What follows belongs to an exercise in optimizing a design on an open flow for small area and a short achievable clock period; a production flow would make more cautious choices.
Function was checked by simulation only, so behaviour that the tests miss may differ from the original.
No activity file was given, so power comes from the tool's default toggle rates.

<file path="flow/config.mk">
export PLATFORM = sky130hd
export DESIGN_NAME = CPU
export DESIGN_NICKNAME = CPU
export VERILOG_FILES = /design/flow/design.v
export SDC_FILE = /design/flow/constraint.sdc
export NUM_CORES = 4
export LEC_CHECK = 0
export ABC_AREA = 1
export CAP_MARGIN = 20
export CORE_MARGIN = 2
export CORE_UTILIZATION = 55
export CTS_BUF_LIST = sky130_fd_sc_hd__clkbuf_4 sky130_fd_sc_hd__clkbuf_8
export PLACE_DENSITY = 0.7
export SLEW_MARGIN = 20
export TNS_END_PERCENT = 10
</file>
<file path="flow/constraint.sdc">
create_clock -name core_clock -period 36.0 [get_ports {clk}]
set_input_delay 7.2000 -clock core_clock [delete_from_list [all_inputs] [get_ports {clk}]]
set_output_delay 7.2000 -clock core_clock [all_outputs]
set_load 0.01 [all_outputs]
</file>
<file path="flow/design.v">
module ArithmeticLU(
  input [18:0] r1,
  input [18:0] r2,
  input [4:0] Opcode,
  output reg [18:0] r3
);
  wire sub = Opcode == 5'b00010;
  wire inc = Opcode == 5'b00101;
  wire dec = Opcode == 5'b00110;
  wire [18:0] y = (inc | dec) ? {19{dec}} : (sub ? ~r2 : r2);
  wire [18:0] sum = r1 + y + {18'b0, sub | inc};
  wire [18:0] product;
  Mul19 mul(.A(r1), .B(r2), .P(product));
  always @(*)
    case (Opcode)
      5'b00001, 5'b00010, 5'b00101, 5'b00110: r3 = sum;
      5'b00011: r3 = product;
      5'b00111: r3 = r1 & r2;
      5'b01000: r3 = r1 | r2;
      5'b01001: r3 = r1 ^ r2;
      5'b01010: r3 = ~r1;
      default:  r3 = r1;
    endcase
endmodule
module SubGe #(parameter W = 1, parameter FAST = 0) (
  input [W-1:0] Y,
  input [W-1:0] K,
  output ge,
  output [W-1:0] d
);
  generate
    if (FAST) begin : f
      SubGeBK #(.W(W)) s(.Y(Y), .K(K), .ge(ge), .d(d));
    end else begin : r
      wire [W:0] c;    
      assign c[0] = 1'b0;
      genvar i;
      for (i = 0; i < W; i = i + 1) begin : b
        assign c[i+1] = (~Y[i] & K[i]) | ((~Y[i] | K[i]) & c[i]);
      end
      assign ge = ~c[W];
      assign d = K ^ c[W-1:0];
    end
  endgenerate
endmodule
module SubGeBK #(parameter W = 1) (
  input [W-1:0] Y,
  input [W-1:0] K,
  output ge,
  output [W-1:0] d
);
  wire [W-1:0] g [0:10];
  wire [W-1:0] p [0:10];
  assign g[0] = ~Y & K;
  assign p[0] = ~Y | K;
  genvar l, i;
  generate
    for (l = 0; l < 5; l = l + 1) begin : up
      for (i = 0; i < W; i = i + 1) begin : b
        if (((i + 1) % (2 << l)) == 0) begin : c
          assign g[l+1][i] = g[l][i] | (p[l][i] & g[l][i - (1 << l)]);
          assign p[l+1][i] = p[l][i] & p[l][i - (1 << l)];
        end else begin : n
          assign g[l+1][i] = g[l][i];
          assign p[l+1][i] = p[l][i];
        end
      end
    end
    for (l = 0; l < 5; l = l + 1) begin : dn
      for (i = 0; i < W; i = i + 1) begin : b
        if (((i + 1) % (1 << (4 - l))) == ((1 << (4 - l)) >> 1) && (i + 1) > (1 << (4 - l)) && l < 4) begin : c
          assign g[l+6][i] = g[l+5][i] | (p[l+5][i] & g[l+5][i - ((1 << (4 - l)) >> 1)]);
          assign p[l+6][i] = p[l+5][i] & p[l+5][i - ((1 << (4 - l)) >> 1)];
        end else begin : n
          assign g[l+6][i] = g[l+5][i];
          assign p[l+6][i] = p[l+5][i];
        end
      end
    end
    if (W == 1) begin : w1
      assign d = K;
    end else begin : wn
      assign d = K ^ {g[10][W-2:0], 1'b0};
    end
  endgenerate
  assign ge = ~g[10][W-1];
endmodule
module DivStep #(parameter S = 0, parameter RW = 0) (
  input [18:0] P,
  input a,
  input [18:0] B,
  output [18:0] Po,
  output q
);
  localparam W = S + 1;
  wire [W-1:0] X;
  wire hz;
  generate
    if (S == 0) begin : g0
      assign X = a;
    end else begin : gn
      assign X = {P[S-1:0], a};
    end
    if (S == 18) begin : h18
      assign hz = 1'b1;
    end else begin : hn
      assign hz = ~|B[18:S+1];
    end
  endgenerate
  wire ge;
  wire [W-1:0] d;
  SubGe #(.W(W), .FAST(W > RW)) sub(.Y(X), .K(B[S:0]), .ge(ge), .d(d));
  assign q = hz & ge;
  wire [W-1:0] r = X ^ ({W{q}} & d);
  generate
    if (S == 18) begin : o18
      assign Po = r;
    end else begin : on
      assign Po = {{(18-S){1'b0}}, r};
    end
  endgenerate
endmodule
module DivSteps #(parameter FIRST = 0, parameter LAST = 19, parameter RW = 0) (
  input [18:0] P,
  input [18:0] AQ,
  input [18:0] B,
  output [18:0] Po,
  output [18:0] AQo
);
  wire [18:0] p [FIRST:LAST];
  wire [18:0] aq [FIRST:LAST];
  assign p[FIRST] = P;
  assign aq[FIRST] = AQ;
  genvar s;
  generate
    for (s = FIRST; s < LAST; s = s + 1) begin : st
      wire q;
      DivStep #(.S(s), .RW(RW)) step(.P(p[s]), .a(aq[s][18]), .B(B), .Po(p[s+1]), .q(q));
      assign aq[s+1] = {aq[s][17:0], q};
    end
  endgenerate
  assign Po = p[LAST];
  assign AQo = aq[LAST];
endmodule
module Mul19(input [18:0] A, input [18:0] B, output [18:0] P);
  wire [18:0] pp [0:18];
  genvar i;
  generate for (i = 0; i < 19; i = i + 1) begin : g
    assign pp[i] = A & {19{B[i]}};
  end endgenerate
  wire w1, w2, w3, w4, w5, w6, w7, w8, w9, w10, w11, w12, w13, w14, w15, w16, w17, w18, w19, w20, w21, w22, w23, w24, w25, w26, w27, w28, w29, w30, w31, w32, w33, w34, w35, w36, w37, w38, w39, w40, w41, w42, w43, w44, w45, w46, w47, w48, w49, w50, w51, w52, w53, w54, w55, w56, w57, w58, w59, w60, w61, w62, w63, w64, w65, w66, w67, w68, w69, w70, w71, w72, w73, w74, w75, w76, w77, w78, w79, w80, w81, w82, w83, w84, w85, w86, w87, w88, w89, w90, w91, w92, w93, w94, w95, w96, w97, w98, w99, w100, w101, w102, w103, w104, w105, w106, w107, w108, w109, w110, w111, w112, w113, w114, w115, w116, w117, w118, w119, w120, w121, w122, w123, w124, w125, w126, w127, w128, w129, w130, w131, w132, w133, w134, w135, w136, w137, w138, w139, w140, w141, w142, w143, w144, w145, w146, w147, w148, w149, w150, w151, w152, w153, w154, w155, w156, w157, w158, w159, w160, w161, w162, w163, w164, w165, w166, w167, w168, w169, w170, w171, w172, w173, w174, w175, w176, w177, w178, w179, w180, w181, w182, w183, w184, w185, w186, w187, w188, w189, w190, w191, w192, w193, w194, w195, w196, w197, w198, w199, w200, w201, w202, w203, w204, w205, w206, w207, w208, w209, w210, w211, w212, w213, w214, w215, w216, w217, w218, w219, w220, w221, w222, w223, w224, w225, w226, w227, w228, w229, w230, w231, w232, w233, w234, w235, w236, w237, w238, w239, w240, w241, w242, w243, w244, w245, w246, w247, w248, w249, w250, w251, w252, w253, w254, w255, w256, w257, w258, w259, w260, w261, w262, w263, w264, w265, w266, w267, w268, w269, w270, w271, w272, w273, w274, w275, w276, w277, w278, w279, w280, w281, w282, w283, w284, w285, w286, w287, w288, w289;
  assign w1 = pp[0][13] ^ pp[1][12];
  assign w2 = pp[0][13] & pp[1][12];
  assign w3 = pp[0][14] ^ pp[1][13] ^ pp[2][12];
  assign w4 = (pp[0][14] & pp[1][13]) | (pp[0][14] & pp[2][12]) | (pp[1][13] & pp[2][12]);
  assign w5 = pp[3][11] ^ pp[4][10];
  assign w6 = pp[3][11] & pp[4][10];
  assign w7 = pp[0][15] ^ pp[1][14] ^ pp[2][13];
  assign w8 = (pp[0][15] & pp[1][14]) | (pp[0][15] & pp[2][13]) | (pp[1][14] & pp[2][13]);
  assign w9 = pp[3][12] ^ pp[4][11] ^ pp[5][10];
  assign w10 = (pp[3][12] & pp[4][11]) | (pp[3][12] & pp[5][10]) | (pp[4][11] & pp[5][10]);
  assign w11 = pp[6][9] ^ pp[7][8];
  assign w12 = pp[6][9] & pp[7][8];
  assign w13 = pp[0][16] ^ pp[1][15] ^ pp[2][14];
  assign w14 = (pp[0][16] & pp[1][15]) | (pp[0][16] & pp[2][14]) | (pp[1][15] & pp[2][14]);
  assign w15 = pp[3][13] ^ pp[4][12] ^ pp[5][11];
  assign w16 = (pp[3][13] & pp[4][12]) | (pp[3][13] & pp[5][11]) | (pp[4][12] & pp[5][11]);
  assign w17 = pp[6][10] ^ pp[7][9] ^ pp[8][8];
  assign w18 = (pp[6][10] & pp[7][9]) | (pp[6][10] & pp[8][8]) | (pp[7][9] & pp[8][8]);
  assign w19 = pp[9][7] ^ pp[10][6];
  assign w20 = pp[9][7] & pp[10][6];
  assign w21 = pp[0][17] ^ pp[1][16] ^ pp[2][15];
  assign w22 = (pp[0][17] & pp[1][16]) | (pp[0][17] & pp[2][15]) | (pp[1][16] & pp[2][15]);
  assign w23 = pp[3][14] ^ pp[4][13] ^ pp[5][12];
  assign w24 = (pp[3][14] & pp[4][13]) | (pp[3][14] & pp[5][12]) | (pp[4][13] & pp[5][12]);
  assign w25 = pp[6][11] ^ pp[7][10] ^ pp[8][9];
  assign w26 = (pp[6][11] & pp[7][10]) | (pp[6][11] & pp[8][9]) | (pp[7][10] & pp[8][9]);
  assign w27 = pp[9][8] ^ pp[10][7] ^ pp[11][6];
  assign w28 = (pp[9][8] & pp[10][7]) | (pp[9][8] & pp[11][6]) | (pp[10][7] & pp[11][6]);
  assign w29 = pp[12][5] ^ pp[13][4];
  assign w30 = pp[12][5] & pp[13][4];
  assign w31 = pp[0][18] ^ pp[1][17] ^ pp[2][16];
  assign w32 = pp[3][15] ^ pp[4][14] ^ pp[5][13];
  assign w33 = pp[6][12] ^ pp[7][11] ^ pp[8][10];
  assign w34 = pp[9][9] ^ pp[10][8] ^ pp[11][7];
  assign w35 = pp[12][6] ^ pp[13][5] ^ pp[14][4];
  assign w36 = pp[15][3] ^ pp[16][2];
  assign w37 = pp[0][9] ^ pp[1][8];
  assign w38 = pp[0][9] & pp[1][8];
  assign w39 = pp[0][10] ^ pp[1][9] ^ pp[2][8];
  assign w40 = (pp[0][10] & pp[1][9]) | (pp[0][10] & pp[2][8]) | (pp[1][9] & pp[2][8]);
  assign w41 = pp[3][7] ^ pp[4][6];
  assign w42 = pp[3][7] & pp[4][6];
  assign w43 = pp[0][11] ^ pp[1][10] ^ pp[2][9];
  assign w44 = (pp[0][11] & pp[1][10]) | (pp[0][11] & pp[2][9]) | (pp[1][10] & pp[2][9]);
  assign w45 = pp[3][8] ^ pp[4][7] ^ pp[5][6];
  assign w46 = (pp[3][8] & pp[4][7]) | (pp[3][8] & pp[5][6]) | (pp[4][7] & pp[5][6]);
  assign w47 = pp[6][5] ^ pp[7][4];
  assign w48 = pp[6][5] & pp[7][4];
  assign w49 = pp[0][12] ^ pp[1][11] ^ pp[2][10];
  assign w50 = (pp[0][12] & pp[1][11]) | (pp[0][12] & pp[2][10]) | (pp[1][11] & pp[2][10]);
  assign w51 = pp[3][9] ^ pp[4][8] ^ pp[5][7];
  assign w52 = (pp[3][9] & pp[4][8]) | (pp[3][9] & pp[5][7]) | (pp[4][8] & pp[5][7]);
  assign w53 = pp[6][6] ^ pp[7][5] ^ pp[8][4];
  assign w54 = (pp[6][6] & pp[7][5]) | (pp[6][6] & pp[8][4]) | (pp[7][5] & pp[8][4]);
  assign w55 = pp[9][3] ^ pp[10][2];
  assign w56 = pp[9][3] & pp[10][2];
  assign w57 = pp[2][11] ^ pp[3][10] ^ pp[4][9];
  assign w58 = (pp[2][11] & pp[3][10]) | (pp[2][11] & pp[4][9]) | (pp[3][10] & pp[4][9]);
  assign w59 = pp[5][8] ^ pp[6][7] ^ pp[7][6];
  assign w60 = (pp[5][8] & pp[6][7]) | (pp[5][8] & pp[7][6]) | (pp[6][7] & pp[7][6]);
  assign w61 = pp[8][5] ^ pp[9][4] ^ pp[10][3];
  assign w62 = (pp[8][5] & pp[9][4]) | (pp[8][5] & pp[10][3]) | (pp[9][4] & pp[10][3]);
  assign w63 = pp[11][2] ^ pp[12][1] ^ pp[13][0];
  assign w64 = (pp[11][2] & pp[12][1]) | (pp[11][2] & pp[13][0]) | (pp[12][1] & pp[13][0]);
  assign w65 = pp[5][9] ^ pp[6][8] ^ pp[7][7];
  assign w66 = (pp[5][9] & pp[6][8]) | (pp[5][9] & pp[7][7]) | (pp[6][8] & pp[7][7]);
  assign w67 = pp[8][6] ^ pp[9][5] ^ pp[10][4];
  assign w68 = (pp[8][6] & pp[9][5]) | (pp[8][6] & pp[10][4]) | (pp[9][5] & pp[10][4]);
  assign w69 = pp[11][3] ^ pp[12][2] ^ pp[13][1];
  assign w70 = (pp[11][3] & pp[12][2]) | (pp[11][3] & pp[13][1]) | (pp[12][2] & pp[13][1]);
  assign w71 = pp[14][0] ^ w3 ^ w5;
  assign w72 = (pp[14][0] & w3) | (pp[14][0] & w5) | (w3 & w5);
  assign w73 = pp[8][7] ^ pp[9][6] ^ pp[10][5];
  assign w74 = (pp[8][7] & pp[9][6]) | (pp[8][7] & pp[10][5]) | (pp[9][6] & pp[10][5]);
  assign w75 = pp[11][4] ^ pp[12][3] ^ pp[13][2];
  assign w76 = (pp[11][4] & pp[12][3]) | (pp[11][4] & pp[13][2]) | (pp[12][3] & pp[13][2]);
  assign w77 = pp[14][1] ^ pp[15][0] ^ w7;
  assign w78 = (pp[14][1] & pp[15][0]) | (pp[14][1] & w7) | (pp[15][0] & w7);
  assign w79 = w9 ^ w11 ^ w4;
  assign w80 = (w9 & w11) | (w9 & w4) | (w11 & w4);
  assign w81 = pp[11][5] ^ pp[12][4] ^ pp[13][3];
  assign w82 = (pp[11][5] & pp[12][4]) | (pp[11][5] & pp[13][3]) | (pp[12][4] & pp[13][3]);
  assign w83 = pp[14][2] ^ pp[15][1] ^ pp[16][0];
  assign w84 = (pp[14][2] & pp[15][1]) | (pp[14][2] & pp[16][0]) | (pp[15][1] & pp[16][0]);
  assign w85 = w13 ^ w15 ^ w17;
  assign w86 = (w13 & w15) | (w13 & w17) | (w15 & w17);
  assign w87 = w19 ^ w8 ^ w10;
  assign w88 = (w19 & w8) | (w19 & w10) | (w8 & w10);
  assign w89 = pp[14][3] ^ pp[15][2] ^ pp[16][1];
  assign w90 = (pp[14][3] & pp[15][2]) | (pp[14][3] & pp[16][1]) | (pp[15][2] & pp[16][1]);
  assign w91 = pp[17][0] ^ w21 ^ w23;
  assign w92 = (pp[17][0] & w21) | (pp[17][0] & w23) | (w21 & w23);
  assign w93 = w25 ^ w27 ^ w29;
  assign w94 = (w25 & w27) | (w25 & w29) | (w27 & w29);
  assign w95 = w14 ^ w16 ^ w18;
  assign w96 = (w14 & w16) | (w14 & w18) | (w16 & w18);
  assign w97 = pp[17][1] ^ pp[18][0] ^ w31;
  assign w98 = w32 ^ w33 ^ w34;
  assign w99 = w35 ^ w36 ^ w22;
  assign w100 = w24 ^ w26 ^ w28;
  assign w101 = pp[0][6] ^ pp[1][5];
  assign w102 = pp[0][6] & pp[1][5];
  assign w103 = pp[0][7] ^ pp[1][6] ^ pp[2][5];
  assign w104 = (pp[0][7] & pp[1][6]) | (pp[0][7] & pp[2][5]) | (pp[1][6] & pp[2][5]);
  assign w105 = pp[3][4] ^ pp[4][3];
  assign w106 = pp[3][4] & pp[4][3];
  assign w107 = pp[0][8] ^ pp[1][7] ^ pp[2][6];
  assign w108 = (pp[0][8] & pp[1][7]) | (pp[0][8] & pp[2][6]) | (pp[1][7] & pp[2][6]);
  assign w109 = pp[3][5] ^ pp[4][4] ^ pp[5][3];
  assign w110 = (pp[3][5] & pp[4][4]) | (pp[3][5] & pp[5][3]) | (pp[4][4] & pp[5][3]);
  assign w111 = pp[6][2] ^ pp[7][1];
  assign w112 = pp[6][2] & pp[7][1];
  assign w113 = pp[2][7] ^ pp[3][6] ^ pp[4][5];
  assign w114 = (pp[2][7] & pp[3][6]) | (pp[2][7] & pp[4][5]) | (pp[3][6] & pp[4][5]);
  assign w115 = pp[5][4] ^ pp[6][3] ^ pp[7][2];
  assign w116 = (pp[5][4] & pp[6][3]) | (pp[5][4] & pp[7][2]) | (pp[6][3] & pp[7][2]);
  assign w117 = pp[8][1] ^ pp[9][0] ^ w37;
  assign w118 = (pp[8][1] & pp[9][0]) | (pp[8][1] & w37) | (pp[9][0] & w37);
  assign w119 = pp[5][5] ^ pp[6][4] ^ pp[7][3];
  assign w120 = (pp[5][5] & pp[6][4]) | (pp[5][5] & pp[7][3]) | (pp[6][4] & pp[7][3]);
  assign w121 = pp[8][2] ^ pp[9][1] ^ pp[10][0];
  assign w122 = (pp[8][2] & pp[9][1]) | (pp[8][2] & pp[10][0]) | (pp[9][1] & pp[10][0]);
  assign w123 = w39 ^ w41 ^ w38;
  assign w124 = (w39 & w41) | (w39 & w38) | (w41 & w38);
  assign w125 = pp[8][3] ^ pp[9][2] ^ pp[10][1];
  assign w126 = (pp[8][3] & pp[9][2]) | (pp[8][3] & pp[10][1]) | (pp[9][2] & pp[10][1]);
  assign w127 = pp[11][0] ^ w43 ^ w45;
  assign w128 = (pp[11][0] & w43) | (pp[11][0] & w45) | (w43 & w45);
  assign w129 = w47 ^ w40 ^ w42;
  assign w130 = (w47 & w40) | (w47 & w42) | (w40 & w42);
  assign w131 = pp[11][1] ^ pp[12][0] ^ w49;
  assign w132 = (pp[11][1] & pp[12][0]) | (pp[11][1] & w49) | (pp[12][0] & w49);
  assign w133 = w51 ^ w53 ^ w55;
  assign w134 = (w51 & w53) | (w51 & w55) | (w53 & w55);
  assign w135 = w44 ^ w46 ^ w48;
  assign w136 = (w44 & w46) | (w44 & w48) | (w46 & w48);
  assign w137 = w1 ^ w57 ^ w59;
  assign w138 = (w1 & w57) | (w1 & w59) | (w57 & w59);
  assign w139 = w61 ^ w63 ^ w50;
  assign w140 = (w61 & w63) | (w61 & w50) | (w63 & w50);
  assign w141 = w52 ^ w54 ^ w56;
  assign w142 = (w52 & w54) | (w52 & w56) | (w54 & w56);
  assign w143 = w2 ^ w65 ^ w67;
  assign w144 = (w2 & w65) | (w2 & w67) | (w65 & w67);
  assign w145 = w69 ^ w71 ^ w58;
  assign w146 = (w69 & w71) | (w69 & w58) | (w71 & w58);
  assign w147 = w60 ^ w62 ^ w64;
  assign w148 = (w60 & w62) | (w60 & w64) | (w62 & w64);
  assign w149 = w6 ^ w73 ^ w75;
  assign w150 = (w6 & w73) | (w6 & w75) | (w73 & w75);
  assign w151 = w77 ^ w79 ^ w66;
  assign w152 = (w77 & w79) | (w77 & w66) | (w79 & w66);
  assign w153 = w68 ^ w70 ^ w72;
  assign w154 = (w68 & w70) | (w68 & w72) | (w70 & w72);
  assign w155 = w12 ^ w81 ^ w83;
  assign w156 = (w12 & w81) | (w12 & w83) | (w81 & w83);
  assign w157 = w85 ^ w87 ^ w74;
  assign w158 = (w85 & w87) | (w85 & w74) | (w87 & w74);
  assign w159 = w76 ^ w78 ^ w80;
  assign w160 = (w76 & w78) | (w76 & w80) | (w78 & w80);
  assign w161 = w20 ^ w89 ^ w91;
  assign w162 = (w20 & w89) | (w20 & w91) | (w89 & w91);
  assign w163 = w93 ^ w95 ^ w82;
  assign w164 = (w93 & w95) | (w93 & w82) | (w95 & w82);
  assign w165 = w84 ^ w86 ^ w88;
  assign w166 = (w84 & w86) | (w84 & w88) | (w86 & w88);
  assign w167 = w30 ^ w97 ^ w98;
  assign w168 = w99 ^ w100 ^ w90;
  assign w169 = w92 ^ w94 ^ w96;
  assign w170 = pp[0][4] ^ pp[1][3];
  assign w171 = pp[0][4] & pp[1][3];
  assign w172 = pp[0][5] ^ pp[1][4] ^ pp[2][3];
  assign w173 = (pp[0][5] & pp[1][4]) | (pp[0][5] & pp[2][3]) | (pp[1][4] & pp[2][3]);
  assign w174 = pp[3][2] ^ pp[4][1];
  assign w175 = pp[3][2] & pp[4][1];
  assign w176 = pp[2][4] ^ pp[3][3] ^ pp[4][2];
  assign w177 = (pp[2][4] & pp[3][3]) | (pp[2][4] & pp[4][2]) | (pp[3][3] & pp[4][2]);
  assign w178 = pp[5][1] ^ pp[6][0] ^ w101;
  assign w179 = (pp[5][1] & pp[6][0]) | (pp[5][1] & w101) | (pp[6][0] & w101);
  assign w180 = pp[5][2] ^ pp[6][1] ^ pp[7][0];
  assign w181 = (pp[5][2] & pp[6][1]) | (pp[5][2] & pp[7][0]) | (pp[6][1] & pp[7][0]);
  assign w182 = w103 ^ w105 ^ w102;
  assign w183 = (w103 & w105) | (w103 & w102) | (w105 & w102);
  assign w184 = pp[8][0] ^ w107 ^ w109;
  assign w185 = (pp[8][0] & w107) | (pp[8][0] & w109) | (w107 & w109);
  assign w186 = w111 ^ w104 ^ w106;
  assign w187 = (w111 & w104) | (w111 & w106) | (w104 & w106);
  assign w188 = w113 ^ w115 ^ w117;
  assign w189 = (w113 & w115) | (w113 & w117) | (w115 & w117);
  assign w190 = w108 ^ w110 ^ w112;
  assign w191 = (w108 & w110) | (w108 & w112) | (w110 & w112);
  assign w192 = w119 ^ w121 ^ w123;
  assign w193 = (w119 & w121) | (w119 & w123) | (w121 & w123);
  assign w194 = w114 ^ w116 ^ w118;
  assign w195 = (w114 & w116) | (w114 & w118) | (w116 & w118);
  assign w196 = w125 ^ w127 ^ w129;
  assign w197 = (w125 & w127) | (w125 & w129) | (w127 & w129);
  assign w198 = w120 ^ w122 ^ w124;
  assign w199 = (w120 & w122) | (w120 & w124) | (w122 & w124);
  assign w200 = w131 ^ w133 ^ w135;
  assign w201 = (w131 & w133) | (w131 & w135) | (w133 & w135);
  assign w202 = w126 ^ w128 ^ w130;
  assign w203 = (w126 & w128) | (w126 & w130) | (w128 & w130);
  assign w204 = w137 ^ w139 ^ w141;
  assign w205 = (w137 & w139) | (w137 & w141) | (w139 & w141);
  assign w206 = w132 ^ w134 ^ w136;
  assign w207 = (w132 & w134) | (w132 & w136) | (w134 & w136);
  assign w208 = w143 ^ w145 ^ w147;
  assign w209 = (w143 & w145) | (w143 & w147) | (w145 & w147);
  assign w210 = w138 ^ w140 ^ w142;
  assign w211 = (w138 & w140) | (w138 & w142) | (w140 & w142);
  assign w212 = w149 ^ w151 ^ w153;
  assign w213 = (w149 & w151) | (w149 & w153) | (w151 & w153);
  assign w214 = w144 ^ w146 ^ w148;
  assign w215 = (w144 & w146) | (w144 & w148) | (w146 & w148);
  assign w216 = w155 ^ w157 ^ w159;
  assign w217 = (w155 & w157) | (w155 & w159) | (w157 & w159);
  assign w218 = w150 ^ w152 ^ w154;
  assign w219 = (w150 & w152) | (w150 & w154) | (w152 & w154);
  assign w220 = w161 ^ w163 ^ w165;
  assign w221 = (w161 & w163) | (w161 & w165) | (w163 & w165);
  assign w222 = w156 ^ w158 ^ w160;
  assign w223 = (w156 & w158) | (w156 & w160) | (w158 & w160);
  assign w224 = w167 ^ w168 ^ w169;
  assign w225 = w162 ^ w164 ^ w166;
  assign w226 = pp[0][3] ^ pp[1][2];
  assign w227 = pp[0][3] & pp[1][2];
  assign w228 = pp[2][2] ^ pp[3][1] ^ pp[4][0];
  assign w229 = (pp[2][2] & pp[3][1]) | (pp[2][2] & pp[4][0]) | (pp[3][1] & pp[4][0]);
  assign w230 = pp[5][0] ^ w172 ^ w174;
  assign w231 = (pp[5][0] & w172) | (pp[5][0] & w174) | (w172 & w174);
  assign w232 = w176 ^ w178 ^ w173;
  assign w233 = (w176 & w178) | (w176 & w173) | (w178 & w173);
  assign w234 = w180 ^ w182 ^ w177;
  assign w235 = (w180 & w182) | (w180 & w177) | (w182 & w177);
  assign w236 = w184 ^ w186 ^ w181;
  assign w237 = (w184 & w186) | (w184 & w181) | (w186 & w181);
  assign w238 = w188 ^ w190 ^ w185;
  assign w239 = (w188 & w190) | (w188 & w185) | (w190 & w185);
  assign w240 = w192 ^ w194 ^ w189;
  assign w241 = (w192 & w194) | (w192 & w189) | (w194 & w189);
  assign w242 = w196 ^ w198 ^ w193;
  assign w243 = (w196 & w198) | (w196 & w193) | (w198 & w193);
  assign w244 = w200 ^ w202 ^ w197;
  assign w245 = (w200 & w202) | (w200 & w197) | (w202 & w197);
  assign w246 = w204 ^ w206 ^ w201;
  assign w247 = (w204 & w206) | (w204 & w201) | (w206 & w201);
  assign w248 = w208 ^ w210 ^ w205;
  assign w249 = (w208 & w210) | (w208 & w205) | (w210 & w205);
  assign w250 = w212 ^ w214 ^ w209;
  assign w251 = (w212 & w214) | (w212 & w209) | (w214 & w209);
  assign w252 = w216 ^ w218 ^ w213;
  assign w253 = (w216 & w218) | (w216 & w213) | (w218 & w213);
  assign w254 = w220 ^ w222 ^ w217;
  assign w255 = (w220 & w222) | (w220 & w217) | (w222 & w217);
  assign w256 = w224 ^ w225 ^ w221;
  assign w257 = pp[0][2] ^ pp[1][1];
  assign w258 = pp[0][2] & pp[1][1];
  assign w259 = pp[2][1] ^ pp[3][0] ^ w226;
  assign w260 = (pp[2][1] & pp[3][0]) | (pp[2][1] & w226) | (pp[3][0] & w226);
  assign w261 = w170 ^ w228 ^ w227;
  assign w262 = (w170 & w228) | (w170 & w227) | (w228 & w227);
  assign w263 = w171 ^ w230 ^ w229;
  assign w264 = (w171 & w230) | (w171 & w229) | (w230 & w229);
  assign w265 = w175 ^ w232 ^ w231;
  assign w266 = (w175 & w232) | (w175 & w231) | (w232 & w231);
  assign w267 = w179 ^ w234 ^ w233;
  assign w268 = (w179 & w234) | (w179 & w233) | (w234 & w233);
  assign w269 = w183 ^ w236 ^ w235;
  assign w270 = (w183 & w236) | (w183 & w235) | (w236 & w235);
  assign w271 = w187 ^ w238 ^ w237;
  assign w272 = (w187 & w238) | (w187 & w237) | (w238 & w237);
  assign w273 = w191 ^ w240 ^ w239;
  assign w274 = (w191 & w240) | (w191 & w239) | (w240 & w239);
  assign w275 = w195 ^ w242 ^ w241;
  assign w276 = (w195 & w242) | (w195 & w241) | (w242 & w241);
  assign w277 = w199 ^ w244 ^ w243;
  assign w278 = (w199 & w244) | (w199 & w243) | (w244 & w243);
  assign w279 = w203 ^ w246 ^ w245;
  assign w280 = (w203 & w246) | (w203 & w245) | (w246 & w245);
  assign w281 = w207 ^ w248 ^ w247;
  assign w282 = (w207 & w248) | (w207 & w247) | (w248 & w247);
  assign w283 = w211 ^ w250 ^ w249;
  assign w284 = (w211 & w250) | (w211 & w249) | (w250 & w249);
  assign w285 = w215 ^ w252 ^ w251;
  assign w286 = (w215 & w252) | (w215 & w251) | (w252 & w251);
  assign w287 = w219 ^ w254 ^ w253;
  assign w288 = (w219 & w254) | (w219 & w253) | (w254 & w253);
  assign w289 = w223 ^ w256 ^ w255;
  wire [18:0] r0 = {w289, w287, w285, w283, w281, w279, w277, w275, w273, w271, w269, w267, w265, w263, w261, w259, pp[2][0], pp[0][1], pp[0][0]};
  wire [18:0] r1 = {w288, w286, w284, w282, w280, w278, w276, w274, w272, w270, w268, w266, w264, w262, w260, w258, w257, pp[1][0], 1'b0};
  AddBK #(.W(19)) add(.X(r0), .Y(r1), .S(P));
endmodule
module AddBK #(parameter W = 19) (
  input [W-1:0] X,
  input [W-1:0] Y,
  output [W-1:0] S
);
  wire [W-1:0] g [0:10];
  wire [W-1:0] p [0:10];
  assign g[0] = X & Y;
  assign p[0] = X | Y;
  genvar l, i;
  generate
    for (l = 0; l < 5; l = l + 1) begin : up
      for (i = 0; i < W; i = i + 1) begin : b
        if (((i + 1) % (2 << l)) == 0) begin : c
          assign g[l+1][i] = g[l][i] | (p[l][i] & g[l][i - (1 << l)]);
          assign p[l+1][i] = p[l][i] & p[l][i - (1 << l)];
        end else begin : n
          assign g[l+1][i] = g[l][i];
          assign p[l+1][i] = p[l][i];
        end
      end
    end
    for (l = 0; l < 5; l = l + 1) begin : dn
      for (i = 0; i < W; i = i + 1) begin : b
        if (((i + 1) % (1 << (4 - l))) == ((1 << (4 - l)) >> 1) && (i + 1) > (1 << (4 - l)) && l < 4) begin : c
          assign g[l+6][i] = g[l+5][i] | (p[l+5][i] & g[l+5][i - ((1 << (4 - l)) >> 1)]);
          assign p[l+6][i] = p[l+5][i] & p[l+5][i - ((1 << (4 - l)) >> 1)];
        end else begin : n
          assign g[l+6][i] = g[l+5][i];
          assign p[l+6][i] = p[l+5][i];
        end
      end
    end
  endgenerate
  assign S = X ^ Y ^ {g[10][W-2:0], 1'b0};
endmodule
module ControlUnit(
  input [4:0] Opcode,
  output register_write,
  output is_div,
  output is_load,
  output is_store,
  output sel_res,      
  output branch,
  output jump,         
  output call,
  output ret
);
  assign is_div   = Opcode == 5'b00100;
  assign is_load  = Opcode == 5'b10000;
  assign is_store = Opcode == 5'b10001;
  assign branch   = Opcode == 5'b01011 || Opcode == 5'b01100;
  assign jump     = Opcode == 5'b01101 || Opcode == 5'b01110;
  assign call     = Opcode == 5'b01110;
  assign ret      = Opcode == 5'b01111;
  assign sel_res  = (Opcode >= 5'b00001 && Opcode <= 5'b01101 && !is_div) || is_store;
  assign register_write = (Opcode >= 5'b00001 && Opcode <= 5'b01010) || is_load ||
                          Opcode == 5'b10010 || Opcode == 5'b10011 || Opcode == 5'b10100;
endmodule
module MemoryInterface(
  input clk,
  input reset,
  input [3:0] address,
  input [18:0] write_data,
  input memory_write,
  output [18:0] read_data
);
  reg [18:0] memory [0:15];
  reg [15:0] valid;
  assign read_data = valid[address] ? memory[address] : 19'b0;
  always @(posedge clk)
    if (memory_write)
      memory[address] <= write_data;
  integer i;
  always @(posedge clk or posedge reset)
    if (reset)
      valid <= 16'b0;
    else
      for (i = 0; i < 16; i = i + 1)
        if (memory_write && address == i)
          valid[i] <= 1'b1;
endmodule
module RegisterFile(
  input clk,
  input reset,
  input [7:0] r1, r2,
  input [2:0] r3,
  input [18:0] write_data,
  input register_write,
  output [18:0] read_data1,
  output [18:0] read_data2
);
  reg [18:0] registers [0:7];
  reg [7:0] valid;
  wire [18:0] d1 [0:8];
  wire [18:0] d2 [0:8];
  assign d1[0] = 19'b0;
  assign d2[0] = 19'b0;
  genvar g;
  generate
    for (g = 0; g < 8; g = g + 1) begin : rd
      assign d1[g+1] = d1[g] | (registers[g] & {19{r1[g] & valid[g]}});
      assign d2[g+1] = d2[g] | (registers[g] & {19{r2[g] & valid[g]}});
    end
  endgenerate
  assign read_data1 = d1[8];
  assign read_data2 = d2[8];
  integer i;
  always @(posedge clk)
    if (register_write)
      registers[r3] <= write_data;
  always @(posedge clk or posedge reset)
    if (reset)
      valid <= 8'b0;
    else
      for (i = 0; i < 8; i = i + 1)
        if (register_write && r3 == i)
          valid[i] <= 1'b1;
endmodule
module CPU(
  input clk,
  input reset,
  input [18:0] instruction,
  output reg [18:0] r3,
  output [14:0] Pc
);
  localparam T1 = 8;
  localparam T2 = 14;
  localparam RW = 10;
  reg [14:0] Pc_register;
  reg [14:0] Link_register;
  assign Pc = Pc_register;
  wire [14:0] Pc_next = Pc_register + 15'd1;
  reg [4:0] If_Id_Opcode;
  reg [7:0] If_Id_rs1, If_Id_rs2;
  reg [2:0] If_Id_rd;
  reg [14:0] If_Id_Pc1;
  always @(posedge clk) begin
    If_Id_Opcode <= instruction[18:14];
    If_Id_rs1 <= 8'b1 << instruction[14:12];
    If_Id_rs2 <= 8'b1 << instruction[11:9];
    If_Id_rd <= instruction[8:6];
    If_Id_Pc1 <= Pc_next;
  end
  wire [4:0] id_op = If_Id_Opcode;
  reg [2:0] Memory_Wb_rd;
  reg Memory_Wb_write;
  wire [18:0] A, B;
  RegisterFile register_file(
    .clk(clk),
    .reset(reset),
    .r1(If_Id_rs1),
    .r2(If_Id_rs2),
    .r3(Memory_Wb_rd),
    .write_data(r3),
    .register_write(Memory_Wb_write),
    .read_data1(A),
    .read_data2(B)
  );
  wire id_register_write, id_div, id_load, id_store, id_sel_res, id_branch, id_jump, id_call, id_ret;
  ControlUnit control(
    .Opcode(id_op),
    .register_write(id_register_write),
    .is_div(id_div),
    .is_load(id_load),
    .is_store(id_store),
    .sel_res(id_sel_res),
    .branch(id_branch),
    .jump(id_jump),
    .call(id_call),
    .ret(id_ret)
  );
  wire [18:0] id_P, id_AQ;
  DivSteps #(.FIRST(0), .LAST(T1), .RW(RW)) div1(.P(19'b0), .AQ(A), .B(B), .Po(id_P), .AQo(id_AQ));
  reg [18:0] Id_Ex_B, Id_Ex_P, Id_Ex_AQ;
  reg [18:19-T1] Id_Ex_A_high;    
  reg [4:0] Id_Ex_Opcode;
  reg [2:0] Id_Ex_rd;
  reg Id_Ex_register_write, Id_Ex_div, Id_Ex_load, Id_Ex_store, Id_Ex_sel_res;
  reg Id_Ex_take, Id_Ex_call, Id_Ex_ret;
  always @(posedge clk) begin
    Id_Ex_A_high <= A[18:19-T1];
    Id_Ex_Opcode <= id_op;
    Id_Ex_B <= B;
    Id_Ex_P <= id_P;
    Id_Ex_AQ <= id_AQ;
    Id_Ex_rd <= If_Id_rd;
    Id_Ex_register_write <= id_register_write;
    Id_Ex_div <= id_div;
    Id_Ex_load <= id_load;
    Id_Ex_store <= id_store;
    Id_Ex_sel_res <= id_sel_res;
    Id_Ex_take <= id_jump | (id_branch && A == B);
    Id_Ex_call <= id_call;
    Id_Ex_ret <= id_ret;
  end
  wire [18:0] Id_Ex_A = {Id_Ex_A_high, Id_Ex_AQ[18:T1]};
  always @(posedge clk or posedge reset)
    if (reset)
      Pc_register <= 15'b0;
    else if (Id_Ex_ret)
      Pc_register <= Link_register;
    else if (Id_Ex_take)
      Pc_register <= Id_Ex_A[14:0];
    else
      Pc_register <= Pc_next;
  reg reset_seen;    
  always @(posedge clk or posedge reset)
    if (reset)
      reset_seen <= 1'b1;
    else
      reset_seen <= 1'b0;
  always @(posedge clk or posedge reset)
    if (reset)
      Link_register <= 15'b0;
    else if (id_call)
      Link_register <= If_Id_Pc1;
    else if (reset_seen && Id_Ex_call)
      Link_register <= 15'd1;
  wire [18:0] ex_res;
  ArithmeticLU alu(.r1(Id_Ex_A), .r2(Id_Ex_B), .Opcode(Id_Ex_Opcode), .r3(ex_res));
  wire [18:0] ex_P, ex_AQ;
  DivSteps #(.FIRST(T1), .LAST(T2), .RW(RW)) div2(.P(Id_Ex_P), .AQ(Id_Ex_AQ), .B(Id_Ex_B), .Po(ex_P), .AQo(ex_AQ));
  reg [18:0] Ex_Memory_res, Ex_Memory_B, Ex_Memory_P, Ex_Memory_AQ;
  reg [2:0] Ex_Memory_rd;
  reg Ex_Memory_register_write, Ex_Memory_div, Ex_Memory_load, Ex_Memory_store, Ex_Memory_sel_res;
  always @(posedge clk) begin
    Ex_Memory_res <= ex_res;
    Ex_Memory_B <= Id_Ex_B;
    Ex_Memory_P <= ex_P;
    Ex_Memory_AQ <= ex_AQ;
    Ex_Memory_rd <= Id_Ex_rd;
    Ex_Memory_register_write <= Id_Ex_register_write;
    Ex_Memory_div <= Id_Ex_div;
    Ex_Memory_load <= Id_Ex_load;
    Ex_Memory_store <= Id_Ex_store;
    Ex_Memory_sel_res <= Id_Ex_sel_res;
  end
  wire [18:0] memory_data;
  MemoryInterface memory_interface(
    .clk(clk),
    .reset(reset),
    .address(Ex_Memory_res[3:0]),
    .write_data(Ex_Memory_B),
    .memory_write(Ex_Memory_store),
    .read_data(memory_data)
  );
  wire [18:0] mem_P, quotient;
  DivSteps #(.FIRST(T2), .LAST(19), .RW(RW)) div3(.P(Ex_Memory_P), .AQ(Ex_Memory_AQ), .B(Ex_Memory_B), .Po(mem_P), .AQo(quotient));
  wire sel_div = Ex_Memory_div && Ex_Memory_B != 19'b0;    
  always @(posedge clk) begin
    r3 <= ({19{sel_div}} & quotient) |
          ({19{Ex_Memory_load}} & memory_data) |
          ({19{Ex_Memory_sel_res}} & Ex_Memory_res);
    Memory_Wb_rd <= Ex_Memory_rd;
    Memory_Wb_write <= Ex_Memory_register_write;
  end
endmodule
</file>
<file path="flow/flow/run.sh">
#!/bin/bash
# Standard ORFS layout (the standard.sh, standard synthesis unchanged), with
# two changes to how the layout is made:
#  - port buffers are buf_2 cells instead of the resizer's default delay cells;
#  - timing repair aims for the slack the design can reach at its real speed
#    (a setup margin), so it upsizes the slowest paths.
# The clock period, I/O delays and loads are the design's (constraint.sdc).
set -euo pipefail
export BUFFER_PORTS_ARGS="-buffer_cell sky130_fd_sc_hd__buf_2"
export SETUP_SLACK_MARGIN=27.5
bash standard.sh > standard.log 2>&1
</file>
<file path="flow/standard.sh">
#!/bin/bash
# synth_recipe.tcl (not shown) runs the flow's synth.tcl, then flattens the netlist and writes it again
# the make line also repeats each setting of config.mk as NAME=value (left out here)
make -C /OpenROAD-flow-scripts/flow DESIGN_CONFIG=/design/flow/config.mk WORK_HOME=/design/flow/orfs CLKGATE_MAP_FILE= SYNTH_SCRIPT=/design/flow/synth_recipe.tcl "${@:-finish}"
</file>
==> run summary <==
registers in the layout (all words and copies together) (netlist names), 5 cells and up:
register	count
memory_interface.memory	304
register_file.registers	152
Ex_Memory_AQ	19
Ex_Memory_B	19
Ex_Memory_res	19
Id_Ex_AQ	19
Id_Ex_B	19
r3	19
memory_interface.valid	16
If_Id_Pc1	15
Link_register	15
Pc_register	15
Ex_Memory_P	14
Id_Ex_A_high	8
Id_Ex_P	8
If_Id_rs1	8
If_Id_rs2	8
register_file.valid	8
Id_Ex_Opcode	5
If_Id_Opcode	5
area by class of cell:
cell class	count	area, um2	share of cell area, %
Multi-Input combinational cell	3488	20970	42.55
Tap cell	1050	1314	2.665
Clock buffer	173	2156	4.374
Sequential cell	722	19410	39.38
Timing Repair Buffer	247	1911	3.876
Inverter	816	3141	6.372
Clock inverter	40	381.6	0.7742
Antenna cell	1	2.502	0.005077
Timing Repair inverter	1	5.005	0.01015
logic make-up (layout without fill, tap and decap cells):
group / Yosys count / in the layout / share of synthesized area, %
compound gates: 621 / 623 / 9.188
xor+xnor: 162 / 162 / 3.289
fa+ha+maj: 237 / 237 / 9.034
buf+inv: 1019 / 1277 / 9.283
flops: 722 / 722 / 44.25
other cells: 1 / 2 / 0.008601
simple gates: 2458 / 2465 / 24.95
cells in the final DEF (no fill, tap or decap), types with 52 or more instances in the layout:
master       n
clkbuf_8   137
a21oi_1     89
nand2_1   1284
o21ai_0    139
o22ai_1     54
buf_4      183
dfrtp_1     52
ha_1       105
fa_1       130
xor2_1     123
edfxtp_1   456
nand3_1    533
nand4_1    110
dfxtp_1    180
a22oi_1     81
inv_1      756
nor2_1     255
nand2_2     58
a31oi_1     86
cell usage after synthesis (all sizes together), types with 54 or more instances:
| cell type | n |
|---|---|
| nand2 | 1366 |
| inv | 796 |
| nand3 | 565 |
| edfxtp | 456 |
| nor2 | 307 |
| dfxtp | 211 |
| o21ai | 171 |
| xor2 | 131 |
| fa | 130 |
| clkbuf | 124 |
| nand4 | 114 |
| ha | 105 |
| a21oi | 97 |
| a31oi | 86 |
| a22oi | 81 |
| buf | 79 |
| dfrtp | 54 |
| o22ai | 54 |
how the worst max path moves through the flow:
| stage | end | from | depth (start not counted) | slack [ns] |
|---|---|---|---|---|
| CTS | r3[16] | r3[16] | 1 | 27.44 |
| detailed placement | r3[0] | Ex_Memory_B[2] | 61 | 25.91 |
| global placement | r3[0] | Ex_Memory_B[2] | 61 | 26.00 |
| floorplan | Link_register[0] | reset | 1 | 28.24 |
| global route | Id_Ex_P[6] | register_file.valid[2] | 64 | 27.32 |
| finish | Pc[5] | Pc_register[5] | 1 | 27.48 |
per-layer routing:
metal | GRT usage (%) | part of all wire, % | vias up | wire length, um
met2 | 49.79 | 45 | 2032 | 60060
met5 | 0 | 0.013 | - | 18
met3 | 4.936 | 10 | 392 | 13540
met1 | 42.67 | 40 | 17910 | 53300
met4 | 16.18 | 5.4 | 4 | 7184
li1 | - | - | 17630 | -
metrics by stage:
stage / hold WS [ns] / setup WS [ns] / area (um2) / util (%) / power [mW]
6_report: 0.3266 / 27.48 / 49290 / 62.60 / 3.533
3_3_place_gp: 0.3103 / 26.00 / 45020 / 57.18 / 2.600
4_1_cts: 0.3277 / 27.44 / 47840 / 60.75 / 3.403
5_1_grt: 0.3341 / 27.32 / 49290 / 62.60 / 3.784
3_5_place_dp: 0.3132 / 25.91 / 45030 / 57.18 / 2.635
2_1_floorplan: 0.3096 / 28.24 / 43610 / - / 2.241
power groups by stage:
stage          logic, mW  clock network [mW]  registers [mW]
2_1_floorplan       1.22                   0            1.02
3_3_place_gp        1.56                   0            1.04
3_5_place_dp        1.59                   0            1.04
4_1_cts             1.62               0.760            1.02
5_1_grt             1.96               0.795            1.03
6_report            1.75               0.753            1.03
what timing repair did:
| action | CTS | global route |
|---|---|---|
| setup buffers | 13 | 88 |
| pin swaps | 1 | 46 |
| endpoints found under the setup margin | 51 | 47 |
| gates resized for setup | 66 | 166 |
| gates cloned | 1 | 11 |
==> key figures <==
Outcome
  – Outcome: complete, no violations

Floorplanning
  – Area of the die: between 80000 and 90000 um2
  – IO Count: 55
  – Vert. Die Dim: about 290 um
  – Horizontal die dimension: ~290 um
  – Area of the placeable core: ~80000 um2
  – Initial Utilization: a little under three fifths
  – Row count: approximately 100

Critical path
  – Worst reg-to-reg path cell count: 64
  – Type of element launching the critical path: flop
  – Cell with the largest stage delay on the worst path: dfrtp_2
  – Internal reg-to-reg setup slack: 28.04 ns
  – Delay of the slowest cell on the worst path: between 0.4 and 0.5 ns
  – Type of element capturing the critical path: primary output
  – Endpoint required time on the critical path: slightly below 30 ns
  – Critical path, cell by cell: buf_6
  – Beginning of the worst register-to-register path: register_file.valid[1]
  – Critical setup path kind: reg -> out
  – Reg-to-reg endpoint: Id_Ex_P[6]
  – Critical path peak fanout: 5
  – Largest delay contributor family on the critical path: flip-flops
  – Buffers & Inverters on Critical Path: 1
  – Signal arrival time at the worst endpoint: 1.32 ns

CTS
  – Clk buf depth: 3
  – CTS tree: yes
  – CTS Buf Count: between 100 and 150
  – Worst-Skew Late Latency: a little under 0.8 ns
  – Hold-fix buffers, CTS: 0
  – Number of H-tree levels: 3
  – Clock sinks: around 720
  – Clock transition at the registers of the reported paths: about 0.070 ns
  – Root cell of the clock tree: clkbuf_8

Yosys
  – Syn. warnings: 18
  – Prevailing post-synth register cell: edfxtp_1
  – Synthesized net count: ~5500
  – Cell count after synthesis: 5220
  – Netlist area before placement: between 40000 and 50000 um2
  – Portion of synthesized cell area occupied by the leading cell type: 31.40%
  – Share of synthesized area occupied by flip-flops and latches: between 40% and 50%
  – EDFF count, synth: between 400 and 500
  – Number of distinct library cell variants in the gate-level netlist after synthesis: slightly above 70
  – Synthesized area per cell: between 8 and 9 um2
  – Largest cells by area after synthesis: edfxtp_1 31%, nand2_1 11%, dfxtp_1 9.7%
  – Post-synthesis sequential element count: around 720
  – FFs w/ async S/R, synth: 7.618%
  – Cell taking the most area after synthesis: edfxtp_1

STA
  – Number of max-slew violations in the final report: 0
  – Shortest clock period the worst path allows after layout: around 8.5 ns
  – Peak clock frequency supported by timing: roughly 0.12 GHz
  – Part of the cycle the worst path needs: about a quarter
  – Finish-stage setup viols: 0
  – Normalized max-slew margin: about 14%
  – Number of hold violations in the final report: 0
  – Total negative setup slack: 0 ns
  – Setup repair after global routing missed its margin: yes
  – Slew of the pin with the lowest slew margin: 1.280 ns
  – Clock skew: about 0.098 ns

Job
  – Max-cap violations: 0

Power and ir drop
  – Switching fraction of total power: ~44%
  – Clock power share: between 20% and 30%
  – Pwr per Cell Area: 71.67 nW/um2
  – Combinational Power Share: between 40% and 50%
  – Internal power contribution: 1.967 mW
  – Worst voltage drop across the vdd grid: roughly 0.054 mV
  – Sw Pwr: 1.566 mW
  – Sequential power share: between 20% and 30%
  – Static Leakage: between 20 and 25 nW

Worst hold path
  – Depth of the worst hold-timing path: 0
  – Launch instance of the worst min-delay path: Id_Ex_rd[0]
  – Type of the most critical hold path: reg -> reg
  – Endpoint with the worst hold slack: Ex_Memory_rd[0]

Drt
  – Number of DRC violations after detailed routing: 0
  – Routed Wire Length: ~130000 um
  – Pre-antenna DRT Iters: 6
  – Detailed-route via count: 37960
  – Number of routed nets with antenna violations: 0
  – Vias per std cell: just under 6
  – Number of violations reported at the end of detailed-routing iteration 0: 4408
  – Wirelength per Cell: 20.51 um

Global routing
  – Largest net degree at the start of global routing: 80
  – Global-route total usage across every layer: around a third
  – Via count of the first global-routing pass: around 35000
  – Initial antenna violation count: 8
  – Residual overflow from global routing: 0
  – First-pass GRT wire length: approximately 200000 um

Place
  – HPWL after detailed placement: 88300 um
  – Port-buffer cells: 48
  – Number of placed instances, taps included: approximately 6200
  – RePlAce Congestion: ~0.94

Final layout
  – Post-route insts no fill: approximately 6500
  – Fill cell instance count of the final layout: 6579
  – Layout cell share with drive strength beyond 1: around 14%
  – Area growth from synthesis to final layout: 13.04%
  – Post-layout nets: approximately 5600

afterwards: timing with drivers on the ports:
No port has a modelled driver above. Below, the same layout with a new extraction and two added sets of constraints. Step 1, drivers: a clkbuf_16 drives clk and a buf_2 each remaining input, both assumed. Step 2 adds t to the input delays and takes it off the output delays; t is the mean of the earliest and latest rising clock arrival at the registers after step 1. Input paths then give back, and output paths get back, about the clock's delay inside the block. a / b / c = ideal / step 1 / step 2; a / b = the first two.
t, ns: 0.797
slack for setup (ns): 27.476 / 27.406 / 27.887
slew at the worst register clock pin (ns): 0.09 / 0.09
pins driven straight from the clock port: 1
After both steps setup and hold are still met in this run. For this run, drivers alone change the setup slack by -0.070 ns; drivers and shift together by +0.411 ns. Setup slack includes reset recovery checks.
